What follows belongs to an exercise in optimizing a design on an open flow for small area and a short achievable clock period; a production flow would make more cautious choices.
Only simulation tests tie the RTL to the original design; equivalence was not proved.
Power and IR drop assume default switching activity.

**design.v**
```verilog
module PC(pcout,pcin,clk, rst);
	input [6:0]pcin;
	input clk, rst;
	output reg [6:0] pcout;
	always@(posedge clk) begin
		if(rst) pcout <= 0;
		else pcout <= pcin;
	end
endmodule
module pcplus1(pcout,pcin);
	input[6:0] pcin;
	output [6:0] pcout;
	assign pcout = pcin + 7'b1;
endmodule
module loadWord();
endmodule
module storeWord();
endmodule
module jump(nextAddr,jumpAddr, jump,pc);
	output reg [6:0] nextAddr;
	input[25:0] jumpAddr;
	input jump;
	input [6:0] pc;
	always@(*)
	if(jump) nextAddr =  jumpAddr[6:0] ; 
	else nextAddr = pc;
endmodule 
module jumpRegister(nextAddr,s,jr,pc);
	output reg [6:0] nextAddr;
	input[31:0] s;
	input jr;
	input [6:0]pc;
	always@(*)
	if(jr) nextAddr =  s[6:0];
	else nextAddr = pc;
endmodule 
module BGT(nextAddr,offset,pc,bgt);
	output reg[6:0] nextAddr;
	input [15:0]offset;
	input bgt;
	input [6:0] pc;		
	always@(*)begin
	if (bgt) begin
		nextAddr = offset[6:0];
	end
	else nextAddr = pc;
	end
endmodule
module adderCLA32(sum, cout, overf, zerof, negf, a, b);
	output [31:0] sum;
	output cout, overf, zerof, negf;
	input [31:0] a, b;
	wire [7:0]temp;
	genvar i;
	generate
		for (i = 0; i < 8; i = i + 1)
		begin: adder
			if (i == 0)
				CLA_4bit a0(sum[3:0], temp[0], a[3:0], b[3:0], 1'b0);
			else
				CLA_4bit a1(sum[((i * 4) + 3): (i * 4)], temp[i], a[((i * 4) + 3): (i * 4)], b[((i * 4) + 3): (i * 4)], temp[i - 1]);
		end
	endgenerate
	assign cout = temp[7];
	assign overf = (a[31] == b[31]) && (sum[31] != a[31]);
	assign zerof = !overf && ((sum == 0) && !cout);
	assign negf = !overf && (cout || (!cout && sum[31]));
endmodule
module CLA_4bit(sum, cout, a, b, cin);
    output [3:0] sum;
    output cout;
    input [3:0] a, b;
    input cin;
    wire [3:0] g, p, c;
    assign g = a & b;  
    assign p = a ^ b;  
    assign c[0] = cin;
    assign c[1] = g[0] | (p[0] & c[0]);
    assign c[2] = g[1] | (p[1] & g[0]) | (p[1] & p[0] & c[0]);
    assign c[3] = g[2] | (p[2] & g[1]) | (p[2] & p[1] & g[0]) | (p[2] & p[1] & p[0] & c[0]);
    assign cout = g[3] | (p[3] & g[2]) | (p[3] & p[2] & g[1]) | (p[3] & p[2] & p[1] & g[0]) |(p[3] & p[2] & p[1] & p[0] & c[0]);
    assign sum = p ^ c;
endmodule
module subtractorRTL(diff, bout, overf, zerof, negf, a, b);
	output [31:0] diff;
	output bout, overf, zerof, negf;
	input [31:0] a, b;
	adderCLA32 sub(diff, bout, overf, zerof, negf, a, (~b + 32'b1));
endmodule
module shiftRTL(in, amount, dataOut, zeroFlag, overflowFlag, carryoutFlag, negativeFlag);
	input [31:0] in;
	input [1:0] amount;
	output [31:0] dataOut;
	output zeroFlag, overflowFlag, carryoutFlag, negativeFlag;
	assign overflowFlag = 1'b0;
	assign carryoutFlag = (amount == 2'b00) ? 1'b0 : in[31];
	assign dataOut = (amount == 2'b00) ? in : (amount == 2'b01) ? in << 1 : (amount == 2'b10) ? in << 2 : in << 3;
	assign negativeFlag = dataOut[31];
	assign zeroFlag = (dataOut == 0) ? 1'b1 : 1'b0;
endmodule
module compareRTL(busA, busB, dataOut, zeroFlag, overflowFlag, carryoutFlag, negativeFlag);
	input [31:0] busA, busB;
	output [31:0] dataOut;
	output  zeroFlag, overflowFlag, carryoutFlag, negativeFlag;
	assign zeroFlag = 0;
	assign overflowFlag = 0;
	assign carryoutFlag = 0;
	assign negativeFlag = 0;
	assign dataOut = (busA < busB) ? 1 : 0;
endmodule
module xorRTL(a,b,out,zerof,negf,overf,carry);
	input [31:0] a, b;
	output [31:0] out;
	output zerof,negf,overf,carry;
	genvar i;
	generate
		for (i = 0; i < 32; i = i + 1)
		begin: xorLogic
			xor1 o(a[i],b[i],out[i]);
		end
	endgenerate
	assign zerof = (out == 0);
	assign negf = 0;
	assign overf = 0;
	assign carry = 0;
endmodule
module xor1(a,b,out);
	input a,b;
	output  out;
	assign out = a^b;
endmodule	
module andRTL(a,b,out,zerof,negf,overf,carry);
	input  [31:0] a, b;
	output  [31:0] out;
	output  zerof,negf,overf,carry;
	genvar i;
	generate
		for (i = 0; i < 32; i = i + 1)
		begin: andLogic
			and1 o(a[i],b[i],out[i]);
		end
	endgenerate
	assign zerof = (out ==  32'b0);
	assign negf = 0;
	assign overf = 0;
	assign carry = 0;
endmodule
module and1(a,b,out);
	input a,b;
	output  out;
	assign out = a*b;
endmodule
module orRTL(a,b,out,zerof,negf,overf,carry);
	input  [31:0] a, b;
	output  [31:0] out;
	output  zerof,negf,overf,carry;
	wire zerof;
	genvar i;
	generate
		for (i = 0; i < 32; i = i + 1)
		begin: orLogic
			or1 o(a[i],b[i],out[i]);
		end
	endgenerate
	assign zerof = (out == 0);
	assign negf = 0;
	assign overf = 0;
	assign carry = 0;
endmodule
module or1(a,b,out);
	input a,b;
	output  out;
	assign out = a||b;
endmodule 
module alu(dataOut, zeroFlag, overflowFlag, carryoutFlag, negativeFlag, busA, busB, control);
	output [31:0] dataOut;
	output zeroFlag, overflowFlag, carryoutFlag, negativeFlag;
	input [31:0]busA, busB;
	input [2:0] control;
	wire [31:0] dataOut8 [7:0];
	wire [7:0] zeroFlag8, overflowFlag8, carryoutFlag8, negativeFlag8;
	assign dataOut8[0] = 32'b0;
	assign zeroFlag8[0] = 1'b0;  
	assign overflowFlag8[0] = 1'b0;
	assign carryoutFlag8[0] = 1'b0;
	assign negativeFlag8[0] = 1'b0;
	adderCLA32 adder(dataOut8[1], carryoutFlag8[1], overflowFlag8[1], zeroFlag8[1], negativeFlag8[1], busA, busB);
	subtractorRTL subtractor(dataOut8[2], carryoutFlag8[2], overflowFlag8[2], zeroFlag8[2], negativeFlag8[2], busA, busB);
	andRTL ander(busA, busB,dataOut8[3],zeroFlag8[3], negativeFlag8[3], overflowFlag8[3],carryoutFlag8[3] );
	orRTL orer(busA, busB,dataOut8[4],zeroFlag8[4], negativeFlag8[4], overflowFlag8[4],carryoutFlag8[4] );
	xorRTL xorer(busA, busB,dataOut8[5],zeroFlag8[5], negativeFlag8[5], overflowFlag8[5],carryoutFlag8[5] );
	compareRTL comparer(busA, busB,dataOut8[6], zeroFlag8[6], overflowFlag8[6], carryoutFlag8[6], negativeFlag8[6]);
	shiftRTL shifter(busA, busB[1:0],dataOut8[7], zeroFlag8[7], overflowFlag8[7], carryoutFlag8[7], negativeFlag8[7]);
	mux32_8 selDataOut(dataOut, dataOut8[0], dataOut8[1], dataOut8[2], dataOut8[3], dataOut8[4], dataOut8[5], dataOut8[6], dataOut8[7], control);
	mux1_8 selZero(zeroFlag, zeroFlag8, control);
	mux1_8 selOverf(overflowFlag, overflowFlag8, control);
	mux1_8 selCarry(carryoutFlag, carryoutFlag8, control);
	mux1_8 selNeg(negativeFlag, negativeFlag8, control);
endmodule
module mux32_8 (D0, i0,
					i1,
					i2,
					i3,
					i4,
					i5,
					i6,
					i7, sel);
	output [31:0] D0;
	input [31:0] i0, i1, i2, i3, i4, i5, i6, i7;
	input[2:0] sel;
	wire [31:0] v [1:0];
	mux32_4 m0(v[0], i0,  i1,  i2,  i3,  sel[0], sel[1]);
	mux32_4 m1(v[1], i4,  i5,  i6,  i7,  sel[0], sel[1]);
	mux32_2 m10(D0, v[0], v[1], sel[2]);
endmodule
module mux32_4(D0, in0, in1, in2, in3, sel0, sel1);
	output [31:0] D0;
	input [31:0] in0, in1, in2, in3; 
	input sel0, sel1;
	wire [31:0] q0, q1;
	mux32_2 m0(q0, in0, in1, sel0);
	mux32_2 m1(q1, in2, in3, sel0);
	mux32_2 m (D0, q0, q1, sel1);
endmodule
module mux32_2(D0, in0, in1, sel0);
	output [31:0] D0;
	input  [31:0] in0, in1;
	input sel0;
	wire nSel;
	wire [31:0] q0, q1;
	not(nSel, sel0);
	genvar i;
	generate
	for (i = 0; i < 32; i = i + 1)
	begin: ands
		and(q0[i], in1[i], sel0);
		and(q1[i], in0[i], nSel);
	end
	endgenerate
	genvar j;
	generate
	for (j = 0; j < 32; j = j + 1)
	begin: ors
		or(D0[j], q0[j], q1[j]);
	end
	endgenerate
endmodule
module mux1_8 (D0, i, sel);
	output D0;
	input [7:0] i;
	input[2:0] sel;
	wire v [1:0];
	mux1_4 m0(v[0], i[0],  i[1],  i[2],  i[3],  sel[0], sel[1]);
	mux1_4 m1(v[1], i[4],  i[5],  i[6],  i[7],  sel[0], sel[1]);
	mux1_2 m10(D0, v[0], v[1], sel[2]);
endmodule
module mux1_4(D0, in0, in1, in2, in3, sel0, sel1);
	output D0;
	input in0, in1, in2, in3; 
	input sel0, sel1;
	wire q0, q1;
	mux1_2 m0(q0, in0, in1, sel0);
	mux1_2 m1(q1, in2, in3, sel0);
	mux1_2 m (D0, q0, q1, sel1);
endmodule
module mux1_2(D0, in0, in1, sel0);
	output D0;
	input in0, in1;
	input sel0;
	wire nSel;
	wire q0, q1;
	not(nSel, sel0);
	and(q0, in1, sel0);
	and(q1, in0, nSel);
	or(D0, q0, q1);
endmodule
module registerFile (readOut_1, readOut_2, readSel_1, readSel_2, writeSel, data, we, rst, clock);
	output [31:0] readOut_1, readOut_2;
	input [4:0] readSel_1, readSel_2, writeSel;
	input [31:0] data;
	input we, rst, clock;
	reg [31:0] memory [31:0];  
	mux32 ma0(readOut_1, memory[0],
						memory[1],
						memory[2],
						memory[3],
						memory[4],
						memory[5],
						memory[6],
						memory[7],
						memory[8],
						memory[9],
						memory[10],
						memory[11],
						memory[12],
						memory[13],
						memory[14],
						memory[15],
						memory[16],
						memory[17],
						memory[18],
						memory[19],
						memory[20],
						memory[21],
						memory[22],
						memory[23],
						memory[24],
						memory[25],
						memory[26],
						memory[27],
						memory[28],
						memory[29],
						memory[30],
						memory[31], readSel_1);
	mux32 ma1(readOut_2, memory[0],
						memory[1],
						memory[2],
						memory[3],
						memory[4],
						memory[5],
						memory[6],
						memory[7],
						memory[8],
						memory[9],
						memory[10],
						memory[11],
						memory[12],
						memory[13],
						memory[14],
						memory[15],
						memory[16],
						memory[17],
						memory[18],
						memory[19],
						memory[20],
						memory[21],
						memory[22],
						memory[23],
						memory[24],
						memory[25],
						memory[26],
						memory[27],
						memory[28],
						memory[29],
						memory[30],
						memory[31], readSel_2);
	wire [31:0] writeDec, enWriteDec;
	decoder dec0(writeDec, writeSel);  
	and a0 (enWriteDec[0],  writeDec[0],  we);
	and a1 (enWriteDec[1],  writeDec[1],  we);
	and a2 (enWriteDec[2],  writeDec[2],  we);
	and a3 (enWriteDec[3],  writeDec[3],  we);
	and a4 (enWriteDec[4],  writeDec[4],  we);
	and a5 (enWriteDec[5],  writeDec[5],  we);
	and a6 (enWriteDec[6],  writeDec[6],  we);
	and a7 (enWriteDec[7],  writeDec[7],  we);
	and a8 (enWriteDec[8],  writeDec[8],  we);
	and a9 (enWriteDec[9],  writeDec[9],  we);
	and a10(enWriteDec[10], writeDec[10], we);
	and a11(enWriteDec[11], writeDec[11], we);
	and a12(enWriteDec[12], writeDec[12], we);
	and a13(enWriteDec[13], writeDec[13], we);
	and a14(enWriteDec[14], writeDec[14], we);
	and a15(enWriteDec[15], writeDec[15], we);
	and a16(enWriteDec[16], writeDec[16], we);
	and a17(enWriteDec[17], writeDec[17], we);
	and a18(enWriteDec[18], writeDec[18], we);
	and a19(enWriteDec[19], writeDec[19], we);
	and a20(enWriteDec[20], writeDec[20], we);
	and a21(enWriteDec[21], writeDec[21], we);
	and a22(enWriteDec[22], writeDec[22], we);
	and a23(enWriteDec[23], writeDec[23], we);
	and a24(enWriteDec[24], writeDec[24], we);
	and a25(enWriteDec[25], writeDec[25], we);
	and a26(enWriteDec[26], writeDec[26], we);
	and a27(enWriteDec[27], writeDec[27], we);
	and a28(enWriteDec[28], writeDec[28], we);
	and a29(enWriteDec[29], writeDec[29], we);
	and a30(enWriteDec[30], writeDec[30], we);
	and a31(enWriteDec[31], writeDec[31], we);
	integer k;
	always @(posedge clock)
	begin
		if (rst)
		begin
			for (k = 1; k < 32; k = k + 1)
				memory[k] <= 32'b0;
		end
		else
		begin
			for (k = 1; k < 32; k = k + 1)
			begin
				if (enWriteDec[k])
				begin
					memory[k][31:0] <= data[31:0];
				end
			end
		end
		memory[0] <= 32'b0;
	end
endmodule
module decoder(decode, select);
	output [31:0] decode;
	input [4:0] select;
	wire [4:0] nSelect;
	not n0(nSelect[0], select[0]);
	not n1(nSelect[1], select[1]);
	not n2(nSelect[2], select[2]);
	not n3(nSelect[3], select[3]);
	not n4(nSelect[4], select[4]);
	and a0 (decode[0],  nSelect[4], nSelect[3], nSelect[2], nSelect[1], nSelect[0]);
	and a1 (decode[1],  nSelect[4], nSelect[3], nSelect[2], nSelect[1],  select[0]);
	and a2 (decode[2],  nSelect[4], nSelect[3], nSelect[2],  select[1], nSelect[0]);
	and a3 (decode[3],  nSelect[4], nSelect[3], nSelect[2],  select[1],  select[0]);
	and a4 (decode[4],  nSelect[4], nSelect[3],  select[2], nSelect[1], nSelect[0]);
	and a5 (decode[5],  nSelect[4], nSelect[3],  select[2], nSelect[1],  select[0]);
	and a6 (decode[6],  nSelect[4], nSelect[3],  select[2],  select[1], nSelect[0]);
	and a7 (decode[7],  nSelect[4], nSelect[3],  select[2],  select[1],  select[0]);
	and a8 (decode[8],  nSelect[4],  select[3], nSelect[2], nSelect[1], nSelect[0]);
	and a9 (decode[9],  nSelect[4],  select[3], nSelect[2], nSelect[1],  select[0]);
	and a10(decode[10], nSelect[4],  select[3], nSelect[2],  select[1], nSelect[0]);
	and a11(decode[11], nSelect[4],  select[3], nSelect[2],  select[1],  select[0]);
	and a12(decode[12], nSelect[4],  select[3],  select[2], nSelect[1], nSelect[0]);
	and a13(decode[13], nSelect[4],  select[3],  select[2], nSelect[1],  select[0]);
	and a14(decode[14], nSelect[4],  select[3],  select[2],  select[1], nSelect[0]);
	and a15(decode[15], nSelect[4],  select[3],  select[2],  select[1],  select[0]);
	and a16(decode[16],  select[4], nSelect[3], nSelect[2], nSelect[1], nSelect[0]);
	and a17(decode[17],  select[4], nSelect[3], nSelect[2], nSelect[1],  select[0]);
	and a18(decode[18],  select[4], nSelect[3], nSelect[2],  select[1], nSelect[0]);
	and a19(decode[19],  select[4], nSelect[3], nSelect[2],  select[1],  select[0]);
	and a20(decode[20],  select[4], nSelect[3],  select[2], nSelect[1], nSelect[0]);
	and a21(decode[21],  select[4], nSelect[3],  select[2], nSelect[1],  select[0]);
	and a22(decode[22],  select[4], nSelect[3],  select[2],  select[1], nSelect[0]);
	and a23(decode[23],  select[4], nSelect[3],  select[2],  select[1],  select[0]);
	and a24(decode[24],  select[4],  select[3], nSelect[2], nSelect[1], nSelect[0]);
	and a25(decode[25],  select[4],  select[3], nSelect[2], nSelect[1],  select[0]);
	and a26(decode[26],  select[4],  select[3], nSelect[2],  select[1], nSelect[0]);
	and a27(decode[27],  select[4],  select[3], nSelect[2],  select[1],  select[0]);
	and a28(decode[28],  select[4],  select[3],  select[2], nSelect[1], nSelect[0]);
	and a29(decode[29],  select[4],  select[3],  select[2], nSelect[1],  select[0]);
	and a30(decode[30],  select[4],  select[3],  select[2],  select[1], nSelect[0]);
	and a31(decode[31],  select[4],  select[3],  select[2],  select[1],  select[0]);
endmodule
module mux2(D0, in0, in1, sel0);
	output [31:0] D0;
	input  [31:0] in0, in1;
	input sel0;
	wire nSel;
	wire [31:0] q0, q1;
	not(nSel, sel0);
	and(q0[0], in1[0], sel0);
	and(q0[1], in1[1], sel0);
	and(q0[2], in1[2], sel0);
	and(q0[3], in1[3], sel0);
	and(q0[4], in1[4], sel0);
	and(q0[5], in1[5], sel0);
	and(q0[6], in1[6], sel0);
	and(q0[7], in1[7], sel0);
	and(q0[8], in1[8], sel0);
	and(q0[9], in1[9], sel0);
	and(q0[10], in1[10], sel0);
	and(q0[11], in1[11], sel0);
	and(q0[12], in1[12], sel0);
	and(q0[13], in1[13], sel0);
	and(q0[14], in1[14], sel0);
	and(q0[15], in1[15], sel0);
	and(q0[16], in1[16], sel0);
	and(q0[17], in1[17], sel0);
	and(q0[18], in1[18], sel0);
	and(q0[19], in1[19], sel0);
	and(q0[20], in1[20], sel0);
	and(q0[21], in1[21], sel0);
	and(q0[22], in1[22], sel0);
	and(q0[23], in1[23], sel0);
	and(q0[24], in1[24], sel0);
	and(q0[25], in1[25], sel0);
	and(q0[26], in1[26], sel0);
	and(q0[27], in1[27], sel0);
	and(q0[28], in1[28], sel0);
	and(q0[29], in1[29], sel0);
	and(q0[30], in1[30], sel0);
	and(q0[31], in1[31], sel0);
	and(q1[0], in0[0], nSel);
	and(q1[1], in0[1], nSel);
	and(q1[2], in0[2], nSel);
	and(q1[3], in0[3], nSel);
	and(q1[4], in0[4], nSel);
	and(q1[5], in0[5], nSel);
	and(q1[6], in0[6], nSel);
	and(q1[7], in0[7], nSel);
	and(q1[8], in0[8], nSel);
	and(q1[9], in0[9], nSel);
	and(q1[10], in0[10], nSel);
	and(q1[11], in0[11], nSel);
	and(q1[12], in0[12], nSel);
	and(q1[13], in0[13], nSel);
	and(q1[14], in0[14], nSel);
	and(q1[15], in0[15], nSel);
	and(q1[16], in0[16], nSel);
	and(q1[17], in0[17], nSel);
	and(q1[18], in0[18], nSel);
	and(q1[19], in0[19], nSel);
	and(q1[20], in0[20], nSel);
	and(q1[21], in0[21], nSel);
	and(q1[22], in0[22], nSel);
	and(q1[23], in0[23], nSel);
	and(q1[24], in0[24], nSel);
	and(q1[25], in0[25], nSel);
	and(q1[26], in0[26], nSel);
	and(q1[27], in0[27], nSel);
	and(q1[28], in0[28], nSel);
	and(q1[29], in0[29], nSel);
	and(q1[30], in0[30], nSel);
	and(q1[31], in0[31], nSel);
	or(D0[0], q0[0], q1[0]);
	or(D0[1], q0[1], q1[1]);
	or(D0[2], q0[2], q1[2]);
	or(D0[3], q0[3], q1[3]);
	or(D0[4], q0[4], q1[4]);
	or(D0[5], q0[5], q1[5]);
	or(D0[6], q0[6], q1[6]);
	or(D0[7], q0[7], q1[7]);
	or(D0[8], q0[8], q1[8]);
	or(D0[9], q0[9], q1[9]);
	or(D0[10], q0[10], q1[10]);
	or(D0[11], q0[11], q1[11]);
	or(D0[12], q0[12], q1[12]);
	or(D0[13], q0[13], q1[13]);
	or(D0[14], q0[14], q1[14]);
	or(D0[15], q0[15], q1[15]);
	or(D0[16], q0[16], q1[16]);
	or(D0[17], q0[17], q1[17]);
	or(D0[18], q0[18], q1[18]);
	or(D0[19], q0[19], q1[19]);
	or(D0[20], q0[20], q1[20]);
	or(D0[21], q0[21], q1[21]);
	or(D0[22], q0[22], q1[22]);
	or(D0[23], q0[23], q1[23]);
	or(D0[24], q0[24], q1[24]);
	or(D0[25], q0[25], q1[25]);
	or(D0[26], q0[26], q1[26]);
	or(D0[27], q0[27], q1[27]);
	or(D0[28], q0[28], q1[28]);
	or(D0[29], q0[29], q1[29]);
	or(D0[30], q0[30], q1[30]);
	or(D0[31], q0[31], q1[31]);
endmodule
module mux4(D0, in0, in1, in2, in3, sel0, sel1);
	output [31:0] D0;
	input [31:0] in0, in1, in2, in3; 
	input sel0, sel1;
	wire [31:0] q0, q1;
	mux2 m0(q0, in0, in1, sel0);
	mux2 m1(q1, in2, in3, sel0);
	mux2 m (D0, q0, q1, sel1);
endmodule
module mux32 (D0, i0,
						i1,
						i2,
						i3,
						i4,
						i5,
						i6,
						i7,
						i8,
						i9,
						i10,
						i11,
						i12,
						i13,
						i14,
						i15,
						i16,
						i17,
						i18,
						i19,
						i20,
						i21,
						i22,
						i23,
						i24,
						i25,
						i26,
						i27,
						i28,
						i29,
						i30,
						i31, sel);
	output [31:0] D0;
	input [31:0] i0, i1, i2, i3, i4, i5, i6, i7, i8, i9, i10, i11, i12, i13, i14, i15, i16, i17, i18, i19, i20, i21, i22, i23, i24, i25, i26, i27, i28, i29, i30, i31;
	input[4:0] sel;
	wire [31:0] v [9:0];
	mux4 m0(v[0], i0,  i1,  i2,  i3,  sel[0], sel[1]);
	mux4 m1(v[1], i4,  i5,  i6,  i7,  sel[0], sel[1]);
	mux4 m2(v[2], i8,  i9,  i10, i11, sel[0], sel[1]);
	mux4 m3(v[3], i12, i13, i14, i15, sel[0], sel[1]);
	mux4 m4(v[4], i16, i17, i18, i19, sel[0], sel[1]);
	mux4 m5(v[5], i20, i21, i22, i23, sel[0], sel[1]);
	mux4 m6(v[6], i24, i25, i26, i27, sel[0], sel[1]);
	mux4 m7(v[7], i28, i29, i30, i31, sel[0], sel[1]);
	mux4 m8(v[8], v[0], v[1], v[2], v[3], sel[2], sel[3]);
	mux4 m9(v[9], v[4], v[5], v[6], v[7], sel[2], sel[3]);
	mux2 m10(D0, v[8], v[9], sel[4]);
endmodule
module instructiondec(instructionOut,clk,rst,instruction,pc,dmemAddr,dmemWriteData,dmemWrite,dmemRead,dmemReadData);
	input [31:0] instruction;
	input [6:0] pc;
	input clk, rst;
	output [4:0] dmemAddr;
	output [31:0] dmemWriteData;
	output dmemWrite, dmemRead;
	input [31:0] dmemReadData;
	output [6:0]instructionOut;
	 wire regDst,branch,memRead,memtoReg,memWrite,ALUSrc, regWrite,j,jr;
	 wire [2:0]ALUOp;
	 controlunit c1(regDst,branch,memRead,memtoReg,memWrite,ALUSrc, regWrite,ALUOp,j,jr,instruction[31:26]);
	wire [4:0] writereg;
	wire[31:0] readdata1,readdata2;
	wire [31:0]data;
	assign writereg = (regDst)? instruction[15:11]:instruction[20:16];
	registerFile reg1(readdata1,readdata2,instruction[25:21],instruction[20:16],writereg,data,regWrite,rst,clk);
	wire [31:0]ins32bit;
	signextend s1(ins32bit,instruction[15:0]);
	wire [31:0] busB;
	assign busB = (ALUSrc)? ins32bit:readdata2;
	wire [2:0] control;
	ALUcontrol alu1(control,instruction[5:0],ALUOp);
	wire [31:0] aluresult;
	wire zerof,overf,carryf,negf;
	alu alu2(aluresult,zerof,overf,carryf,negf,readdata1,busB,control);
	wire [31:0] readdata;  
	assign dmemAddr = aluresult[4:0];
	assign dmemWriteData = readdata2;
	assign dmemWrite = memWrite;
	assign dmemRead = memRead;
	assign readdata = dmemReadData;
	assign data = (memtoReg)? readdata:aluresult;
	wire [6:0]out1;
	jump j1(out1,instruction[25:0],j,pc);
	wire [6:0]out2;
	jumpRegister jr1(out2,readdata1,jr,out1);
	wire bgt;
	assign bgt = branch && (~negf);
	BGT b10(instructionOut, instruction[15:0], out2, bgt);
endmodule
module controlunit(regDst,branch,memRead,memtoReg,memWrite,ALUSrc, regWrite,ALUOp,j, jr, instruction);
	input[5:0] instruction;
	output reg regDst,branch,memRead,memtoReg,memWrite,ALUSrc, regWrite, j, jr;
	output reg [2:0]ALUOp;
	parameter [5:0]
	NOP =	6'b0,
	AND =	6'b100100,
	ANDI =6'b1100,
	OR =	6'b100101,
	ORI =	6'b001101,
	XOR =	6'b100110,
	XORI =6'b1110,
	ADD =	6'b100000,
	ADDI =6'b1000,
	SUB = 6'b100010,
	SLT =	6'b101010,
	SLL =	6'b1,
	J =	6'b10,
	JR =	6'b1001,
	BGT =	6'b111,
	LW = 	6'b100011,
	SW = 	6'b101011;
	always@(*) begin
		case(instruction)
			NOP: begin
					regDst=1;
					ALUSrc=0;
					memtoReg = 0;
					regWrite=1;
					memRead = 0;
					memWrite =0;
					branch = 0;
					ALUOp=3'b010;
					j=0;
					jr=0;
				end
			AND: begin
					regDst=1;
					ALUSrc=0;
					memtoReg = 0;
					regWrite=1;
					memRead = 0;
					memWrite =0;
					branch = 0;
					ALUOp=3'b010;
					j=0;
					jr=0;
				end
			ANDI: begin
					regDst=1;
					ALUSrc=1;
					memtoReg = 0;
					regWrite=1;
					memRead = 0;
					memWrite =0;
					branch = 0;
					ALUOp=3'b011;
					j=0;
					jr=0;
				end
			OR: begin
					regDst=1;
					ALUSrc=0;
					memtoReg = 0;
					regWrite=1;
					memRead = 0;
					memWrite =0;
					branch = 0;
					ALUOp=3'b010;
					j=0;
					jr=0;
				end
			ORI: begin
					regDst=1;
					ALUSrc=1;
					memtoReg = 0;
					regWrite=1;
					memRead = 0;
					memWrite =0;
					branch = 0;
					ALUOp=3'b101;
					j=0;
					jr=0;
				end
			XOR: begin
					regDst=1;
					ALUSrc=0;
					memtoReg = 0;
					regWrite=1;
					memRead = 0;
					memWrite =0;
					branch = 0;
					ALUOp=3'b010;
					j=0;
					jr=0;
				end
			XORI: begin
					regDst=1;
					ALUSrc=1;
					memtoReg = 0;
					regWrite=1;
					memRead = 0;
					memWrite =0;
					branch = 0;
					ALUOp=3'b100;
					j=0;
					jr=0;
				end
			ADD: begin
					regDst=1;
					ALUSrc=0;
					memtoReg = 0;
					regWrite=1;
					memRead = 0;
					memWrite =0;
					branch = 0;
					ALUOp=3'b010;
					j=0;
					jr=0;
				end
			ADDI: begin
					regDst=1;
					ALUSrc=1;
					memtoReg = 0;
					regWrite=1;
					memRead = 0;
					memWrite =0;
					branch = 0;
					ALUOp=3'b0;
					j=0;
					jr=0;
				end
			SUB: begin
					regDst=1;
					ALUSrc=0;
					memtoReg = 0;
					regWrite=1;
					memRead = 0;
					memWrite =0;
					branch = 0;
					ALUOp=3'b010;
					j=0;
					jr=0;
				end
			SLT: begin
					regDst=1;
					ALUSrc=0;
					memtoReg = 0;
					regWrite=1;
					memRead = 0;
					memWrite =0;
					branch = 0;
					ALUOp=3'b010;
					j=0;
					jr=0;
				end
			SLL: begin
					regDst=1;
					ALUSrc=0;
					memtoReg = 0;
					regWrite=1;
					memRead = 0;
					memWrite =0;
					branch = 0;
					ALUOp=3'b010;
					j=0;
					jr=0;
				end
			J: begin
					regDst=1;
					ALUSrc=0;
					memtoReg = 0;
					regWrite=1;
					memRead = 0;
					memWrite =0;
					branch = 0;
					ALUOp=3'b010;
					j=1;
					jr=0;
				end
			JR: begin
					regDst=1;
					ALUSrc=0;
					memtoReg = 0;
					regWrite=1;
					memRead = 0;
					memWrite =0;
					branch = 0;
					ALUOp=3'b010;
					j=0;
					jr=1;
				end
			BGT: begin
					regDst=1'bx;
					ALUSrc=0;
					memtoReg = 1'bx;
					regWrite=0;
					memRead = 0;
					memWrite =0;
					branch = 1;
					ALUOp=3'b001;
					j=0;
					jr=0;
				end
			LW: begin
					regDst=0;
					ALUSrc=1;
					memtoReg = 1;
					regWrite=1;
					memRead = 1;
					memWrite =0;
					branch = 0;
					ALUOp=3'b0;
					j=0;
					jr=0;
				end
			SW: begin
					regDst= 1'bx;
					ALUSrc=1;
					memtoReg = 1'bx;
					regWrite = 0;
					memRead = 0;
					memWrite = 1;
					branch = 0;
					ALUOp = 3'b0;
					j=0;
					jr=0;
				end
			default: begin  
					regDst=1;
					ALUSrc=0;
					memtoReg = 0;
					regWrite=1;
					memRead = 0;
					memWrite =0;
					branch = 0;
					ALUOp=2'b10;
					j=0;
					jr=0;
					end
		endcase
	end
endmodule 
module ALUcontrol (control,instruction,ALUOp);
	input [5:0] instruction;
	input [2:0] ALUOp;
	output reg [2:0] control;
	always@(*)begin
		case(ALUOp)
			3'b0: control = 3'b001;
			3'b001: control = 3'b010;
			3'b010: begin 
				if (instruction == 6'b0) control = 3'b0;
				else if (instruction == 6'b100000) control = 3'b001; 
				else if (instruction == 6'b100010) control = 3'b010; 
				else if (instruction == 6'b100100) control = 3'b011; 
				else if (instruction == 6'b100101) control = 3'b100; 
				else if (instruction == 6'b100110) control = 3'b101; 
				else if (instruction == 6'b101010) control = 3'b110; 
				else if (instruction == 6'b000001) control = 3'b111; 
				else control =3'b0;
			end
			3'b011: control = 3'b011; 
			3'b100: control = 3'b101; 
			3'b101: control = 3'b100; 
			default: control =3'b0;
			endcase
	end
endmodule
module signextend(instruction32bit,instruction);
	input[15:0] instruction;
	output [31:0] instruction32bit;
	assign instruction32bit = (instruction[15]) ? {15'b1, instruction[15:0]} : {15'b0,instruction[15:0]};
endmodule
module cpu(clk, rst, imem_addr, imem_data, dmem_addr, dmem_wdata, dmem_we, dmem_re, dmem_rdata);
	input clk;
	input rst;
	output [6:0] imem_addr;
	input [31:0] imem_data;
	output [4:0] dmem_addr;
	output [31:0] dmem_wdata;
	output dmem_we;
	output dmem_re;
	input [31:0] dmem_rdata;
	wire[6:0] programcounter,pcout,instructionOut;
	PC p1(programcounter,instructionOut,clk,rst);
	pcplus1 pc2(pcout,programcounter);
	assign imem_addr = programcounter;
	instructiondec in2(instructionOut,clk,rst,imem_data,pcout,dmem_addr,dmem_wdata,dmem_we,dmem_re,dmem_rdata);
endmodule
```
**run.sh**
```bash
#!/bin/bash
# synth_recipe.tcl (not shown) runs the flow's synth.tcl, then flattens the netlist and writes it again
# the make line also repeats each setting of config.mk as NAME=value (left out here)
make -C /OpenROAD-flow-scripts/flow DESIGN_CONFIG=/design/flow/config.mk WORK_HOME=/design/flow/orfs CLKGATE_MAP_FILE= SYNTH_SCRIPT=/design/flow/synth_recipe.tcl finish
```
**config.mk**
```make
export PLATFORM = sky130hd
export DESIGN_NAME = cpu
export DESIGN_NICKNAME = cpu
export VERILOG_FILES = /design/flow/design.v
export SDC_FILE = /design/flow/constraint.sdc
export NUM_CORES = 4
export LEC_CHECK = 0
export CAP_MARGIN = 20
export CORE_MARGIN = 2
export CORE_UTILIZATION = 40
export PLACE_DENSITY = 0.6
export SLEW_MARGIN = 20
```
**constraint.sdc**
```tcl
create_clock -name core_clock -period 12.0 [get_ports {clk}]
set_input_delay 2.4000 -clock core_clock [delete_from_list [all_inputs] [get_ports {clk}]]
set_output_delay 2.4000 -clock core_clock [all_outputs]
set_load 0.01 [all_outputs]
```
==> results.txt <==
synthesized netlist by cell type, types with 136 or more instances:
| master | number | area share, % |
|---|---|---|
| sky130_fd_sc_hd__a31oi_1 | 144 | 1.5 |
| sky130_fd_sc_hd__nand3_1 | 493 | 4.2 |
| sky130_fd_sc_hd__o21ai_0 | 818 | 7.0 |
| sky130_fd_sc_hd__a21oi_1 | 431 | 3.7 |
| sky130_fd_sc_hd__clkbuf_1 | 374 | 2.4 |
| sky130_fd_sc_hd__nand2_1 | 416 | 2.7 |
| sky130_fd_sc_hd__mux2i_1 | 202 | 3.5 |
| sky130_fd_sc_hd__buf_2 | 148 | 1.3 |
| sky130_fd_sc_hd__ha_1 | 136 | 2.9 |
| sky130_fd_sc_hd__nor2_1 | 286 | 1.8 |
| sky130_fd_sc_hd__mux4_2 | 422 | 16 |
| sky130_fd_sc_hd__dfxtp_1 | 999 | 34 |
registers in the layout (all words and copies together), names as in the netlist:
name / cells
in2.reg1.memory: 992
p1.pcout: 7
cell families after synthesis:
group	synth area share, %
buffers and inverters	6.632
DFF	34.27
adders and majority gates	3.465
and+or+nand+nor	11.69
muxes	22.66
xor gates and xnor gates	1.036
AOI/OAI and AO/OA	20.24
cell usage in the layout (no fill, tap or decap), types with 95 or more instances in the layout:
master                            instances
sky130_fd_sc_hd__o31ai_1                 95
sky130_fd_sc_hd__nand2_1                410
sky130_fd_sc_hd__mux4_2                 422
sky130_fd_sc_hd__nor2_1                 253
sky130_fd_sc_hd__ha_1                   136
sky130_fd_sc_hd__a31oi_1                144
sky130_fd_sc_hd__buf_4                  211
sky130_fd_sc_hd__clkdlybuf4s50_1        102
sky130_fd_sc_hd__mux2i_1                200
sky130_fd_sc_hd__nand3_1                492
sky130_fd_sc_hd__dfxtp_1                999
sky130_fd_sc_hd__inv_1                  110
sky130_fd_sc_hd__clkbuf_16              105
sky130_fd_sc_hd__a21oi_1                430
sky130_fd_sc_hd__o21ai_0                813
power by group through the flow:
stage	clock network (µW)	registers, µW	logic, µW
detailed placement	0	3490	1390
global placement	0	3480	1390
finish	3440	3410	1440
floorplan	0	3470	892
CTS	3470	3410	1390
global route	3610	3420	1500
how the worst min path moves through the flow:
| stage | end | slack (ns) |
|---|---|---|
| after detailed placement | in2.reg1.memory[29][15] | 0.46 |
| after floorplan | in2.reg1.memory[3][15] | 0.44 |
| after global routing | in2.reg1.memory[28][28] | 0.48 |
| final | in2.reg1.memory[11][10] | 0.47 |
| after global placement | in2.reg1.memory[6][10] | 0.45 |
| after CTS | in2.reg1.memory[29][15] | 0.47 |
final cells by class:
cell class	count	area, µm²
diodes	8	20.02
clock buffers	151	3050
clock inverters	40	585.6
fillers	13786	80770
inverters	120	459.2
multi-input cells	4406	34890
flip-flops and latches	999	20000
well taps	1917	2399
repair buffers	337	3042
routing by layer:
metal	global-route usage, %	share of wire [%]	wire length, µm	vias to the layer above
met3	7.128	11	27480	675
met1	41.96	39	94140	25937
met5	0	0.028	69	-
met2	48.16	44	106400	3368
li1	-	-	-	22742
met4	16.98	5.9	14280	12
critical path, cell delays in order:
cell,delay [ns]
sky130_fd_sc_hd__buf_8,0.55
sky130_fd_sc_hd__buf_12,0.46
sky130_fd_sc_hd__mux4_1,0.62
sky130_fd_sc_hd__mux4_2,0.47
sky130_fd_sc_hd__mux2i_1,0.76
sky130_fd_sc_hd__inv_1,0.24
sky130_fd_sc_hd__ha_1,0.49
sky130_fd_sc_hd__nand4b_1,0.14
sky130_fd_sc_hd__or4b_2,0.71
sky130_fd_sc_hd__nor3_1,0.26
sky130_fd_sc_hd__nor2b_1,0.19
sky130_fd_sc_hd__a2111oi_0,0.09
sky130_fd_sc_hd__o221ai_1,0.12
sky130_fd_sc_hd__a31oi_1,0.11
sky130_fd_sc_hd__a2bb2oi_2,0.18
sky130_fd_sc_hd__clkdlybuf4s50_1,0.50
metrics by stage:
stage                     instance area, µm²  util [%]  total power (µW)  setup WS, ns  std cells
after floorplan                        58350         -              4364         2.590       6189
after global placement                 60750     41.84              4870         1.329       7778
after detailed placement               60780     41.86              4875         1.273       7779
after CTS                              64420     44.36              8273         1.239       7970
after global routing                   64430     44.37              8526        0.9496       7971
final                                  64450     44.38              8298         1.196       7978
==> impl.org <==
** Layout
- Relative to the synthesized area, the layout overhead comes to 10.45%.
- Ratio of cells with drive above 1 in the final layout :: 17.58%
- For this run, the post-layout net count is just over 6,000.

** Logic synthesis
- In the synthesized netlist the dominant register cell turns out to be sky130_fd_sc_hd__dfxtp_1.
- Post-synth net total :: ~6,400
- Cell Area, Synth :: 0.05835 mm²
- Post-synth ARST share :: 0%
- Avg Synthesized Cell Area :: ~9.4 µm²
- After synthesis, flip-flops and latches occupy between 30% and 40% of the total area.
- Synthesis instantiated between 100 and 150 different standard cells from the library.
- In this run, synthesis inferred 0 flip-flops with an integrated enable.
- For this run, the number of Yosys warnings is 13.
- Instance count of the mapped netlist :: between 6,000 and 7,000
- Counting flops and latches in the post-synthesis netlist gives between 900 and 1,000.

** Power and ir drop
- Net switching is about 30% of the power.
- Switching power total :: 2504 µW
- Cell internal pwr :: just under 6000 µW
- Relative contribution of the clock network to total power :: approximately two fifths
- In this run the power density over the cells is 128.8 mW/mm².
- Relative contribution of sequential cells to total power :: between 40 and 50%
- For this design the static power due to leakage is ~0.024 µW.
- Gate power share :: around 17%
- Worst voltage drop across the vdd grid :: roughly 110 µV

** Placed design
- The congestion estimate from routability-driven global placement came to 0.9696.
- Summed over all nets, the half-perimeter wirelength after detailed placement is 157.5 mm.
- Count of input and output buffers :: approximately 110

** Detailed routing
- The final layout contains routed wiring with a total length of ~240 mm.
- Antenna viol nets, final :: 0
- Using the TritonRoute via totals, the vias-per-cell ratio works out to approximately 6.6.
- For this block, the via count after detailed routing is roughly 53,000.
- In the final routed layout, each cell accounts on average for a little over 30 µm.
- The first routing iteration left 7,283 violations.
- Total DRC errors in the routed layout :: 0
- The pre-antenna-repair detailed-routing pass consisted of 6 iterations.

** Timing
- Hold Slack :: 0.4673 ns
- Slew at the pin closest to its max-slew limit :: between 1 and 1.5 ns
- Ratio of final minimum period to clock period :: between 90% and 100%
- Setup repair after global routing missed its margin :: no
- Max-slew headroom at the worst pin :: a little under a fifth
- Final-report max-slew violation count :: 0
- Count of final hold-check violations :: 0
- For this run, the top clock speed supported by timing is ~93 MHz.
- Setup violations, final :: 0
- Counting I/O delays and the setup requirement, the final critical path takes ~11 ns.
- Worst-case clock skew :: between 0.07 and 0.08 ns
- Setup total negative slack on the finished layout was measured at 0 ns.

** Floorplanning
- Pin placement for this block handled approximately 110 I/O pins.
- Die span in x :: 385.9 µm
- Vertical die dimension :: between 300 and 400 µm
- The die covers roughly 0.15 mm².
- After floorplanning, the core was sized to cover roughly 0.15 mm².
- The initialized floorplan defines 140 standard-cell rows.
- Effective utilization at floorplan :: roughly two fifths

** Worst hold path
- Class of the most critical hold timing path :: flip-flop to flip-flop
- Counting instances, the worst hold path has a depth of 2.
- Startpoint of the lowest-slack hold path :: in2.reg1.memory[11][10]

** Global route
- Number of global-route vias before repair :: ~50,000
- Global routing used a little under a third of the available tracks.
- Total congestion overflow after global routing :: 0
- Largest net degree at the start of global routing :: ~220
- First-pass GRT wire length :: 349.1 mm
- The number of antenna violations at the first check in global routing is 15.

** Setup path
- Data required time at the worst endpoint :: ~9.6 ns
- In this run the critical register-to-register path is captured at in2.reg1.memory[13][28].
- The number of cells on the worst reg-to-reg path is 27.
- In this run the worst setup path begins at imem_data[21].
- The worst setup path is captured at an output pin.
- Worst setup path class :: input port to output pin
- The worst setup path is launched from an input port.
- Data arrives at the worst endpoint at 8.40 ns.
- Worst-path maximum fanout :: 61
- In this run the critical register-to-register path is launched from in2.reg1.memory[11][0].
- The most critical setup path has its endpoint at dmem_addr[0].
- Worst-case register-to-register setup slack :: ~4.2 ns

** Clock tree
- In this run the post-CTS setup repair buffer count came out at 0.
- Counting the buffers created by CTS gives 105.
- Clock latency of the later-clocked register in the worst-skew pair :: 0.78 ns
- Count of clock tree sinks :: about 1,000
- The number of gates resized after CTS was 0.
- Clock-pin slew was measured on the worst setup and hold paths at roughly 0.060 ns.
- Hold bufs inserted after CTS :: 0
- # H-tree levels :: 3
- The tree is rooted in a sky130_fd_sc_hd__clkbuf_16.
- In this run the deepest clock path goes through 3 buffers.
- TritonCTS built the clock tree.

** Job
- Count of max-cap constraint violations :: 0

** Run status
- The run finished with no timing, DRC or antenna violations.

-- static timing again, ports no longer ideal --
The flow's constraints put no driver on any port. The routed layout listed below was extracted and timed again, unchanged, in two steps.
Step 1, drivers: a clkbuf_16 drives clk and a buf_2 each remaining input, both assumed.
Step 2 adds t to the input delays and takes it off the output delays; t is the mean of the earliest and latest rising clock arrival at the registers after step 1. Input paths then give back, and output paths get back, about the clock's delay inside the block.
Three values: no drivers, after step 1, after step 2; two values: the first two.
t (ns): 0.825
slack for setup (ns): 1.196 / 1.123 / 1.123
worst data-port slew with drivers (ns): 0.08
After both steps this run still meets setup and hold. For this run, drivers alone change the setup slack by -0.073 ns; drivers and shift together by -0.073 ns.
